Context: an optimization exercise on an open-source flow, tuned for small area and a short achievable clock period. The choices shown serve that exercise and are no tape-out recipe.

==> 01-19 <==
// conv2d
module conv2d (clk, reset, valid_in, data_in, kernel_in, load_kernel_done, data_out, valid_out, lf_done);
input clk, reset, valid_in;
input [31:0] data_in, kernel_in;
output load_kernel_done, valid_out;
output [31:0] data_out;
output lf_done;
wire [31:0] w1, w2, w3, w4, w5, w6, w7, w8, w9;
wire [32*9-1:0] k;
wire [31:0] alu_out;
wire win;
reg win_q;
counter cnt(.clk(clk), .reset(reset), .acc(valid_in), .lf_done(lf_done), .win(win));
always @(posedge clk) win_q <= reset & win;
double_linebuffer dblb(.clk(clk), .reset(reset), .valid_in(valid_in), .in(data_in),
	.w1(w1), .w2(w2), .w3(w3), .w4(w4), .w5(w5), .w6(w6), .w7(w7), .w8(w8), .w9(w9));
kernel ker1(.clk(clk), .reset(reset), .kernel_in(kernel_in), .load_kernel_done(load_kernel_done), .k(k));
alu alu1(.clk(clk), .reset(reset), .enable(win_q), .w1(w1), .w2(w2), .w3(w3), .w4(w4), .w5(w5),
	.w6(w6), .w7(w7), .w8(w8), .w9(w9), .k(k), .out(data_out), .valid_out(valid_out));
endmodule
clock: 11.0 ns
lec_check: 0
abc_area: 1
cap_margin: 50
core_margin: 2
core_utilization: 50
place_density: 0.62
setup_slack_margin: 5
slew_margin: 65
run.sh (not shown) runs the stock make flow with config.mk's settings and CLKGATE_MAP_FILE= SYNTH_SCRIPT=/design/flow/synth_recipe.tcl, a recipe that flattens the netlist after the stock synthesis.
==> 10-01 (differences from 01-19) <==
==> flow/flow/run.sh (new file) <==
#!/bin/bash
# Own layout flow: the standard flow (standard.sh) on all steps, with
# - port buffers of type buf_4 (the default picks a slow delay cell),
# - timing repair allowed to resize cells across footprints, aimed at a setup
#   target tighter than the 11 ns clock needs, so the achieved period improves.
# Each step's full log stays in orfs/logs/; make's own output goes to make.log.
set -euo pipefail
bash standard.sh MATCH_CELL_FOOTPRINT=0 SETUP_SLACK_MARGIN=6.6 \
  "BUFFER_PORTS_ARGS=-buffer_cell sky130_fd_sc_hd__buf_4" finish > make.log 2>&1
==> flow/standard.sh (new file) <==
#!/bin/bash
# synth_recipe.tcl (not shown) runs the flow's synth.tcl, then flattens the netlist and writes it again
# the make line also repeats each setting of config.mk as NAME=value (left out here)
make -C /OpenROAD-flow-scripts/flow DESIGN_CONFIG=/design/flow/config.mk WORK_HOME=/design/flow/orfs CLKGATE_MAP_FILE= SYNTH_SCRIPT=/design/flow/synth_recipe.tcl "${@:-finish}"
removed: flow/run.sh
==> comparison <==
- Between 01-19 and 10-01, the lower wire length is in 01-19 (gap about 0.3%, measured against 10-01).
- Cell count is about the same in 10-01 and 01-19.
- Between 01-19 and 10-01, the lower register-to-register slack is in 01-19 (gap 590 ps).
- Fmax: 01-19 is lower than 10-01 (about 12%).
- Sequential share of layout area is about the same in 01-19 and 10-01.
- Against 01-19, the worst setup slack of 10-01 is higher by 590 ps.
==> figures <==
Run status: 10-01 no timing/DRC/antenna violations; 01-19 no timing/DRC/antenna violations
Share of layout cells above drive strength 1: 10-01 0.07808; 01-19 0.07404
Critical path capture point: 10-01 alu1.mul8.c25_92; 01-19 alu1.add2.r_s8[7]
Metal3 WL: 10-01 98.87 mm; 01-19 99.04 mm
Hold worst-path end: 10-01 alu1.add10.C[28]; 01-19 alu1.add8.C[31]
Avg Vias per Cell: 10-01 5.724; 01-19 5.738
Final Util: 10-01 0.5529; 01-19 0.5535
Destination of the worst register-to-register timing path: 10-01 alu1.mul8.c25_92; 01-19 alu1.add2.r_s8[7]
Post-cts repair resize count: 10-01 14; 01-19 0
Clock buffer count: 10-01 808; 01-19 802
Max incr delay on CP: 10-01 560 ps; 01-19 440 ps
Startpoint of the worst hold path: 10-01 alu1.add10.r_c[28]; 01-19 alu1.add8.r_c[31]
Area used by sequential logic in the layout: 10-01 0.1404 sq mm; 01-19 0.1404 sq mm
Met1 routing resource usage after global routing: 10-01 0.4101; 01-19 0.4020
Function was not checked in any run of this note: the RTL went through the layout flow alone.

-- what the ideal ports hide --
The flow's constraints put no driver on any port. The routed layouts listed below were extracted and timed again, unchanged, in two steps.
Step 1: set_driving_cell puts a clkbuf_16 on clk and a buf_2 on each other input, an assumption about the parent block.
Step 2 also shifts input and output timing later by t, the mid clock arrival at the registers, as if the neighbouring blocks saw the same clock.
Slacks: ideal ports / drivers / drivers and shift; pairs: ideal ports / drivers.
run | t (ns) | setup slack, ns | cell pins on the clock port's net
01-19 | 1.265 | 6.244 / 6.244 / 6.244 | 1
10-01 | 1.247 | 6.831 / 6.831 / 6.831 | 1
After both steps every run listed still meets setup and hold.
